Context: an optimization exercise on an open-source flow, tuned for small area, a short achievable clock period and few clock cycles per item. The choices shown serve that exercise and are no tape-out recipe.
Function was not checked in any run shown here: the RTL went through the layout flow alone.
Power is estimated from default activity; no workload was simulated.

==> flow/design.v (outline; a module is shown in full before it is edited, if it fits) <==
// module multiplyer: 3140 lines
module multiplyer(
    clk,
    rst_n,
    A,
    B,
    result,
    start_sig,
    done_sig
);
  // ...
==> flow/flow/run.sh <==
#!/bin/bash
export BUFFER_PORTS_ARGS="-buffer_cell sky130_fd_sc_hd__buf_2"
bash standard.sh > standard.log 2>&1
==> flow/standard.sh <==
#!/bin/bash
# synth_recipe.tcl (not shown) runs the flow's synth.tcl, then flattens the netlist and writes it again
# the make line also repeats each setting of config.mk as NAME=value (left out here)
make -C /OpenROAD-flow-scripts/flow DESIGN_CONFIG=/design/flow/config.mk WORK_HOME=/design/flow/orfs CLKGATE_MAP_FILE= SYNTH_SCRIPT=/design/flow/synth_recipe.tcl "${@:-finish}"
==> flow/config.mk <==
export PLATFORM = sky130hd
export DESIGN_NAME = multiplyer
export DESIGN_NICKNAME = multiplyer
export VERILOG_FILES = /design/flow/design.v
export SDC_FILE = /design/flow/constraint.sdc
export NUM_CORES = 4
export LEC_CHECK = 0
export CAP_MARGIN = 20
export CORE_MARGIN = 2
export CORE_UTILIZATION = 40
export SETUP_SLACK_MARGIN = 2.6
export SLEW_MARGIN = 20
==> flow/constraint.sdc <==
create_clock -name core_clock -period 8.0 [get_ports {clk}]
set_input_delay 1.6000 -clock core_clock [delete_from_list [all_inputs] [get_ports {clk}]]
set_output_delay 1.6000 -clock core_clock [all_outputs]
set_load 0.01 [all_outputs]
==> summary.txt, run 1 <==
worst hold path type flip-flop to flip-flop; per-cell routed wire length between 20 and 25 microns; VDD IR max 181 uV; Gate Count Post-Synth 2129; Fin. Hold Viols 0; post-synth top area share between 40% and 50%; dpl cells 2759; CP Capture Point rY[12]; worst setup path start A[0]; #FFs+latches synth about 90; CP Launch Type primary input; die height 225 microns; setup tns final 0 ns; Non-CTS inverters 565; worst-path fanout max 23; comb pwr 5.11 mW; DIE WIDTH about 230 microns; Final #Nets ~2.8k; Top Layer Used met4; synth-to-layout area growth 8.09%; vias in the first global route roughly 15k; commonest cells after routing, fill and taps aside 553 x inv_1, 479 x fa_1, 257 x nand2_1; HP Start rPhase; GR Util All Layers between 20% and 30%; status finished clean; crit-path leading delay family adder cells; Post-CTS Hold Buffers 0; GRT Max-Usage Layer met2; hold path depth 1; Power Internal 3.05 mW; CP required roughly 8.2 ns; sw frac 52.2%
==> run 2: changes to the inputs <==
==> flow/flow/run.sh (replaced) <==
#!/bin/bash
set -uo pipefail
export BUFFER_PORTS_ARGS="-buffer_cell sky130_fd_sc_hd__buf_2"
bash standard.sh synth > synth.log 2>&1 || exit 1
R=$(sed -n 's/.*WORK_HOME=\([^ ]*\).*/\1/p' standard.sh | head -1)/results/$FLOW_PLATFORM/multiplyer/base
LIB=$FLOW_HOME/platforms/$FLOW_PLATFORM/lib/sky130_fd_sc_hd__tt_025C_1v80.lib
cp $R/1_2_yosys.v yosys_orig.v
python3 flow/polopt2.py $LIB yosys_orig.v yosys_pol.v > polopt.log 2>&1
python3 flow/cutff.py yosys_orig.v orig_comb.v
python3 flow/cutff.py yosys_pol.v pol_comb.v
cat > equiv.ys <<EOS
read_liberty -ignore_miss_func $LIB
read_verilog orig_comb.v
rename $FLOW_TOP gold
read_verilog pol_comb.v
rename $FLOW_TOP gate
flatten
miter -equiv -flatten gold gate miter
hierarchy -top miter
techmap
opt -fast
aigmap
write_aiger -zinit miter.aig
EOS
ABC=$(dirname $(command -v yosys))/yosys-abc
if [ -s yosys_pol.v ] && yosys -s equiv.ys > equiv.log 2>&1 && \
   $ABC -c "read miter.aig; print_stats; iprove" > cec.log 2>&1 && \
   grep -q "^UNSATISFIABLE" cec.log; then
  cp yosys_pol.v $R/1_2_yosys.v
  rm -f $R/1_synth.odb
  echo "polarity rewrite used" >> polopt.log
else
  echo "equivalence not proven; keeping synthesized netlist" >> polopt.log
fi
bash standard.sh > standard.log 2>&1
==> flow/flow/cutff.py (new file) <==
#!/usr/bin/env python3
"""Make a combinational copy of a mapped netlist for equivalence checking:
every flip-flop instance is removed, its Q net becomes input port
q_<n> and each of its inputs (D, RESET_B, ...) output port d_<n>_<pin>,
where <n> is the instance's position among the flip-flops sorted by name.

usage: cutff.py in.v out.v"""
import re, sys
src = open(sys.argv[1]).read()
cell_re = re.compile(r"^(\s*)(sky130_fd_sc_hd__\w+)\s+(\S+)\s*\((.*?)\);\n", re.S | re.M)
pin_re = re.compile(r"\.(\w+)\(([^()]*)\)")
ffs = []
for m in cell_re.finditer(src):
    if re.search(r"__(df|sdf|edf|dl)", m.group(2)):
        ffs.append((m.group(3), m.span(), [(p, n.strip()) for p, n in pin_re.findall(m.group(4))]))
ffs.sort()
ports, assigns, decls = [], [], []
spans = set()
for i, (name, span, pins) in enumerate(ffs):
    spans.add(span)
    for p, n in pins:
        if p in ("Q",):
            ports.append(f"q_{i}_{p}")
            decls.append(f"  input q_{i}_{p};\n")
            assigns.append(f"  assign {n} = q_{i}_{p};\n")
        elif p in ("Q_N",):
            ports.append(f"q_{i}_{p}")
            decls.append(f"  input q_{i}_{p};\n")
            assigns.append(f"  assign {n} = q_{i}_{p};\n")
        elif p not in ("CLK", "CLK_N", "GATE"):
            ports.append(f"d_{i}_{p}")
            decls.append(f"  output d_{i}_{p};\n")
            assigns.append(f"  assign d_{i}_{p} = {n} ;\n")
out = []
pos = 0
for m in cell_re.finditer(src):
    if m.span() in spans:
        out.append(src[pos:m.start()])
        pos = m.end()
out.append(src[pos:])
text = "".join(out)
i = text.index(");", text.index("module"))
text = text[:i] + "".join(", " + p for p in ports) + text[i:]
j = text.index(";", i) + 1
text = text[:j] + "\n" + "".join(decls) + text[j:]
k = text.rfind("endmodule")
text = text[:k] + "".join(assigns) + text[k:]
open(sys.argv[2], "w").write(text)
==> flow/flow/polopt2.py (new file) <==
#!/usr/bin/env python3
"""Inverter minimisation on a mapped sky130 netlist by output polarity.

Every full adder is self-dual (FA(~a,~b,~c) = (~sum,~cout)), and many
single-output gates have a complementary cell with the same inputs
(and2/nand2, a21o/a21oi, xor2/xnor2, ...).  This pass chooses for each full
adder and each such gate whether it produces its signal true or
complemented, so that the inverters between cells plus the gates' area are
as small as possible, and rewires the netlist with at most one inverter per
signal.  Flip-flops, half adders, ports and other cells keep their
function; the result is logically equivalent (checked by the flow with Yosys).

usage: polopt2.py liberty in.v out.v
"""
import re
import sys
import random
import itertools
from collections import defaultdict

libf, inf, outf = sys.argv[1:4]
OUTPINS = {"X", "Y", "SUM", "COUT", "Q", "Q_N", "HI", "LO"}
INV_AREA = 3.7536

# ---- liberty: area, single-output function truth tables, complements ----
lib = open(libf).read()
libcells = {}
for m in re.finditer(r'cell \("(sky130_fd_sc_hd__\w+)"\) \{', lib):
    name = m.group(1)
    start = m.end()
    nxt = lib.find('\n    cell (', start)
    blk = lib[start:nxt if nxt > 0 else len(lib)]
    am = re.search(r'area : ([\d.]+)', blk)
    if not am or 'ff (' in blk or 'latch (' in blk or 'statetable' in blk:
        continue
    funcs = re.findall(r'pin \("(\w+)"\) \{(?:(?!pin \().)*?direction : "output";(?:(?!pin \().)*?function : "([^"]*)"', blk, re.S)
    ins = re.findall(r'pin \("(\w+)"\) \{\s*(?:[^{}]*?)direction : "input"', blk)
    libcells[name] = (float(am.group(1)), funcs, tuple(sorted(ins)))


def truth(func, ins):
    expr = func.replace('!', '~')
    tt = 0
    for i, vals in enumerate(itertools.product((0, 1), repeat=len(ins))):
        env = dict(zip(ins, vals))
        if eval(expr, {}, env) & 1:
            tt |= 1 << i
    return tt


bad = re.compile(r'lpflow|probe|clk|dly|buf_|bufinv|bufbuf|einv|ebuf|conb|diode|tap|fill|decap|mux2i|lsbuf')
sig = {}
for name, (area, funcs, ins) in libcells.items():
    if len(funcs) != 1 or bad.search(name) or not ins:
        continue
    sig[name] = (ins, truth(funcs[0][1], ins), funcs[0][0], area)
bykey = defaultdict(list)
for name, (ins, tt, op, area) in sig.items():
    bykey[(ins, tt)].append((area, name))
comp = {}
for name, (ins, tt, op, area) in sig.items():
    full = (1 << (1 << len(ins))) - 1
    c = bykey.get((ins, tt ^ full))
    if c:
        comp[name] = min(c)[1]

# ---- netlist ----
src = open(inf).read()
cell_re = re.compile(r"^(\s*)(sky130_fd_sc_hd__\w+)\s+(\S+)\s*\((.*?)\);\n", re.S | re.M)
pin_re = re.compile(r"\.(\w+)\(([^()]*)\)")
cells = []
for m in cell_re.finditer(src):
    pins = [(p, n.strip()) for p, n in pin_re.findall(m.group(4))]
    cells.append(dict(type=m.group(2), name=m.group(3), pins=pins, span=m.span(), ind=m.group(1)))

outports = set()
for m in re.finditer(r"^\s*output\s+(\[(\d+):(\d+)\]\s*)?(\S+?)\s*;", src, re.M):
    if m.group(1):
        hi, lo = int(m.group(2)), int(m.group(3))
        for i in range(min(hi, lo), max(hi, lo) + 1):
            outports.add(f"{m.group(4)}[{i}]")
    else:
        outports.add(m.group(4))

driver = {}
for ci, c in enumerate(cells):
    for p, n in c["pins"]:
        if p in OUTPINS:
            driver[n] = (ci, p)

is_inv = lambda t: re.match(r"sky130_fd_sc_hd__inv_\d+$", t) is not None
is_fa = lambda t: re.match(r"sky130_fd_sc_hd__fa_\d+$", t) is not None

removable = set()
for ci, c in enumerate(cells):
    if is_inv(c["type"]) and dict(c["pins"])["Y"] not in outports:
        removable.add(ci)

# gates that may swap to their complement: not driving a port directly
swappable = set()
for ci, c in enumerate(cells):
    if ci in removable or c["type"] not in comp:
        continue
    outs = [n for p, n in c["pins"] if p in OUTPINS]
    if len(outs) == 1 and outs[0] not in outports:
        swappable.add(ci)
fas = set(ci for ci, c in enumerate(cells) if is_fa(c["type"]))


def base(n):
    pol = 0
    for _ in range(1000):
        if n in driver and driver[n][0] in removable:
            n = dict(cells[driver[n][0]]["pins"])["A"]
            pol ^= 1
        else:
            return n, pol
    raise Exception("inverter loop")


cons = defaultdict(list)   # base -> [(ci, pi, pol)]
reads = defaultdict(set)   # ci -> bases it reads
for ci, c in enumerate(cells):
    if ci in removable:
        continue
    for pi, (p, n) in enumerate(c["pins"]):
        if p in OUTPINS or n.startswith("1'") or n == "":
            continue
        b, pol = base(n)
        cons[b].append((ci, pi, pol))
        reads[ci].add(b)
outs_of = {ci: [n for p, n in cells[ci]["pins"] if p in OUTPINS] for ci in range(len(cells))}

flip = defaultdict(int)


def phys(b):
    d = driver.get(b)
    if d and (d[0] in fas or d[0] in swappable):
        return flip[d[0]]
    return 0


def inv_needed(b):
    ph = phys(b)
    for ci, pi, pol in cons.get(b, ()):
        if (pol ^ (flip[ci] if ci in fas else 0)) != ph:
            return 1
    return 0


def gate_area(ci):
    t = cells[ci]["type"]
    return sig[comp[t]][3] if flip[ci] else sig[t][3]


def local(ci):
    bs = set(outs_of[ci])
    if ci in fas:
        bs |= reads[ci]
    a = sum(inv_needed(b) for b in bs) * INV_AREA
    if ci in swappable:
        a += gate_area(ci)
    return a


allbases = list(cons.keys())
before_inv = sum(inv_needed(b) for b in allbases)
vars_ = sorted(fas | swappable)
import math
rng = random.Random(1)
cur = sum(inv_needed(b) for b in allbases) * INV_AREA + sum(gate_area(c) for c in swappable)
best = cur
bestflip = dict(flip)
T0, T1, steps = 4.0, 0.05, 200000
for st in range(steps):
    T = T0 * (T1 / T0) ** (st / steps)
    ci = vars_[rng.randrange(len(vars_))]
    a0 = local(ci)
    flip[ci] ^= 1
    a1 = local(ci)
    d = a1 - a0
    if d <= 0 or rng.random() < math.exp(-d / T):
        cur += d
        if cur < best - 1e-9:
            best = cur
            bestflip = dict(flip)
    else:
        flip[ci] ^= 1
flip = defaultdict(int, bestflip)
after_inv = sum(inv_needed(b) for b in allbases)
sys.stderr.write(f"removable inverters {len(removable)} -> signals needing an inverter "
                 f"{before_inv} -> {after_inv}; adders flipped {sum(flip[c] for c in fas)}, "
                 f"gates swapped {sum(flip[c] for c in swappable)} of {len(swappable)}\n")

# ---- rewrite ----
newpins = {ci: list(c["pins"]) for ci, c in enumerate(cells)}
newtype = {ci: c["type"] for ci, c in enumerate(cells)}
for ci in swappable:
    if flip[ci]:
        t = cells[ci]["type"]
        nt = comp[t]
        op_old = sig[t][2]
        op_new = sig[nt][2]
        newtype[ci] = nt
        newpins[ci] = [(op_new if p == op_old else p, n) for p, n in newpins[ci]]
newcells = []
newwires = []
k = 0
for b, lst in cons.items():
    ph = phys(b)
    invnet = None
    for ci, pi, pol in lst:
        req = pol ^ (flip[ci] if ci in fas else 0)
        p, _ = newpins[ci][pi]
        if req == ph:
            newpins[ci][pi] = (p, b)
        else:
            if invnet is None:
                k += 1
                invnet = f"_polinv{k}_"
                newwires.append(invnet)
                newcells.append(f"  sky130_fd_sc_hd__inv_1 _polinvc{k}_ (\n    .A({b} ),\n    .Y({invnet} )\n  );\n")
            newpins[ci][pi] = (p, invnet)

out = []
pos = 0
for ci, c in enumerate(cells):
    s, e = c["span"]
    out.append(src[pos:s])
    pos = e
    if ci in removable:
        continue
    body = ",\n".join(f"    .{p}({n} )" for p, n in newpins[ci])
    out.append(f"{c['ind']}{newtype[ci]} {c['name']} (\n{body}\n  );\n")
tail = src[pos:]
i = tail.rfind("endmodule")
out.append(tail[:i] + "".join(newcells) + tail[i:])
text = "".join(out)
decl = "".join(f"  wire {w};\n" for w in newwires)
j = text.index(");", text.index("module")) + 3
text = text[:j] + decl + text[j:]
open(outf, "w").write(text)
==> run 2 against run 1 <==
  * Sequential cell count unchanged
  * Clock skew stayed put
  * Highest routed layer unchanged
  * Die area is 8.4% lower
  * Synthesized area down 8.6%
  * Register-to-register slack about the same
  * Critical path depth down 1
  * Setup slack lost 0.064 ns
  * Final cell count fell by 17%
  * Largest power group unchanged
  * Routed wire length fell by 4.6%
  * Power about the same
  * Still clean on timing, DRC and antenna
  * Maximum frequency down 1.2%
  * Utilization rose by 0.35 points
==> summary.txt, run 2 <==
P_sw 3.17 mW; setup slack, reg-to-reg between 7 and 8 ns; VDD IR max 233 uV (+29%); CP max stage delay around 0.52 ns; Final min period approximately 5.4 ns; DRC 0; dpl hpwl 40000 microns; die height 215 microns (-4.3%); share of cells above drive strength 1 around 8.6%; RSZ-0062 raised after global routing false; setup tns final 0 ns (unchanged); die area 46400 sq um; final period utilization roughly 67%; root buffer cell clkbuf_16; H-tree levels 3; DIE WIDTH 215 microns (-4.3%); site row count 77; number of DRC markers in iteration 0 slightly below 1k; # clock sinks 89; Reg power frac around an eighth; commonest cells after routing, fill and taps aside 481 x fa_1, 285 x nand2_1, 131 x and2_1; Gate Count Post-Synth 1696 (-20%); RD Place Congestion 0.928; crit path cell chain buf_4 > clkinv_2 > or2_0 > fa_1 > fa_1 > fa_1 > fa_1 > fa_1 > fa_1 > fa_1 > inv_1; initial core utilization about 40%; drt pass-1 iters 5; vias per cell about 5.5; worst hold path type flip-flop to flip-flop; most common cell after layout, fill and taps aside fa_1; per-cell routed wire length 23.4 microns (+14%); clock skew 0 ns; Regs by FF count rY x39, rX x38, rS x9; CP Data Arrival Time approximately 5.6 ns; I/O Pins just over 100; first-pass GRT wire length 84600 microns; number of buffers created by CTS 9; Highest Clock Rate between 150 and 200 MHz; sw frac 49.7% (-2.4 points); Final #Nets 2376 (-15%); final count of pins violating max slew 0; crit end category flip-flop; vias in the first global route 14.3k (-7.6%); Clock transition at path regs 0.08 ns; pin count of the biggest net entering global routing 29; max_cap viols 0; grt total ovfl 0; max FFs per register 39; Setup Viol. Count Final 0; CP required 8.27 ns (+0.03 ns); CP most frequent cell fa_1; leakage about 8.3 nW; GR Util All Layers 24.5% (+0.85 points); Worst R2R Start rPhase; Post-Syn Area per Cell approximately 11 sq um; drt total wl ~54000 microns; Critical Path Slowest Stage Cell fa_1; final hold slack around 0.42 ns; clock power share approximately 7.0%; initial antenna violation count 2; combinational power share around 80%; power per cell area ~330 nW/um^2; Worst-Skew Late Latency ~0.35 ns; worst-path fanout max 16 (-30%); kind of critical path primary input to flip-flop; worst r2r dst rPhase; worst setup path start A[7]; via count 12.8k; syn nets approximately 2.3k; core area between 40000 and 50000 sq um; Power Internal 3.20 mW (+5.1%); Final ANT Viol Nets 0; Yosys Warn Count 1; max_slew headroom 48.4%; CTS tree built; synth-to-layout area growth 8.14% (about the same); Slew @ Worst Pin 0.774 ns; Port Buf Inserts slightly above 100; CTS max path bufs 2; status finished clean; worst reg2reg path depth 1; synthesized area ~18000 sq um; Fin. Hold Viols 0 (unchanged); Top reg by flops rY; CP Launch Type primary input; CP Capture Point rY[18]
## run 2: cell types whose count changed in the layout (fill, tap and decap cells not counted), moves of 6 or more
| cell | change |
|---|---|
| inv_1 | -430 |
| and2_0 | +60 |
| nor2_1 | -15 |
| nand2_1 | +28 |
| or2_0 | +15 |
| buf_6 | -6 |
| and2_1 | -88 |
## run 2: power by group through the flow
stage	clock network, mW	logic [mW]	registers [mW]
3_5_place_dp	0	5.04	0.841
3_3_place_gp	0	4.93	0.839
2_1_floorplan	0	3.49	0.798
6_report	0.448	5.09	0.833
4_1_cts	0.463	5.07	0.833
5_1_grt	0.479	5.75	0.854
## run 2: what timing repair did
action	in CTS	in global routing
setup endpoints to repair	53	32
buffers inserted	2	5
resized for setup	33	30
hold buffers	0	0
cloned	1	1
pin swaps	1	1
## run 2: worst min path at each step
stage            from      to  slack [ns]  cells after the start
2_1_floorplan  rPhase  rPhase        0.40                      1
3_3_place_gp   rPhase  rPhase        0.41                      1
5_1_grt        rPhase  rPhase        0.43                      1
6_report       rPhase  rPhase        0.42                      1
3_5_place_dp   rPhase  rPhase        0.42                      1
4_1_cts        rPhase  rPhase        0.42                      1
## run 2: layout make-up
cell class	instances	area (sq um)
fillers	4204	24800
multi-input cells	1384	15300
flip-flops and latches	89	1790
well taps	592	741
repair buffers	110	706
inverters	132	517
clock buffers	10	239
clock inverters	6	72.6
diodes	2	5.00
## run 2: critical path: cells and delay by family
| kind | cells | cell delay, ns |
|---|---|---|
| buffers and inverters | 3 | 0.52 |
| adder cells (fa/ha/maj) | 7 | 3.21 |
| AND/OR/NAND/NOR | 1 | 0.28 |
## run 2: routing by layer
layer	up-vias	wire length [microns]	GRT usage, %
li1	5312	-	-
met1	6639	21300	31.1
met2	667	25600	39.6
met3	167	5230	6.36
met4	0	2390	11.1
met5	-	0	0
## run 2: metrics by stage
stage / util [%] / instances / worst slack, ns / area [sq um] / total power [mW]
after floorplan: - / 1696 / 2.62 / 17900 / 4.29
after global placement: 42.6 / 2298 / 1.90 / 18800 / 5.77
after detailed placement: 42.6 / 2298 / 1.87 / 18800 / 5.88
after CTS: 43.5 / 2317 / 2.60 / 19200 / 6.36
after global routing: 43.8 / 2323 / 2.60 / 19300 / 7.08
final: 43.8 / 2325 / 2.65 / 19300 / 6.37

==> afterwards: timing with drivers on the ports <==
The flow's constraints put no driver on any port. The routed layouts listed below were extracted and timed again, unchanged, in two steps. Step 1 sets driving cells, clkbuf_16 on the clock port and buf_2 on the other inputs (assumed; they add their load-dependent delay and slew). Step 2 also shifts input and output timing later by t, the mid clock arrival at the registers, as if the neighbouring blocks saw the same clock. Three values: ideal ports, drivers, drivers and shift; two values: the first two.
| run | shift t [ns] | slack for setup (ns) | worst setup path after step 2 | cell pins on the clock port's net |
|---|---|---|---|---|
| run 1 | 0.416 | 2.710 / 2.730 / 2.313 | input to register | 1 |
| run 2 | 0.412 | 2.646 / 2.672 / 2.260 | input to register | 1 |
After both steps setup and hold are still met in every run listed. For run 1, which loses most, drivers alone change the setup slack by +0.020 ns; drivers and shift together by -0.397 ns.
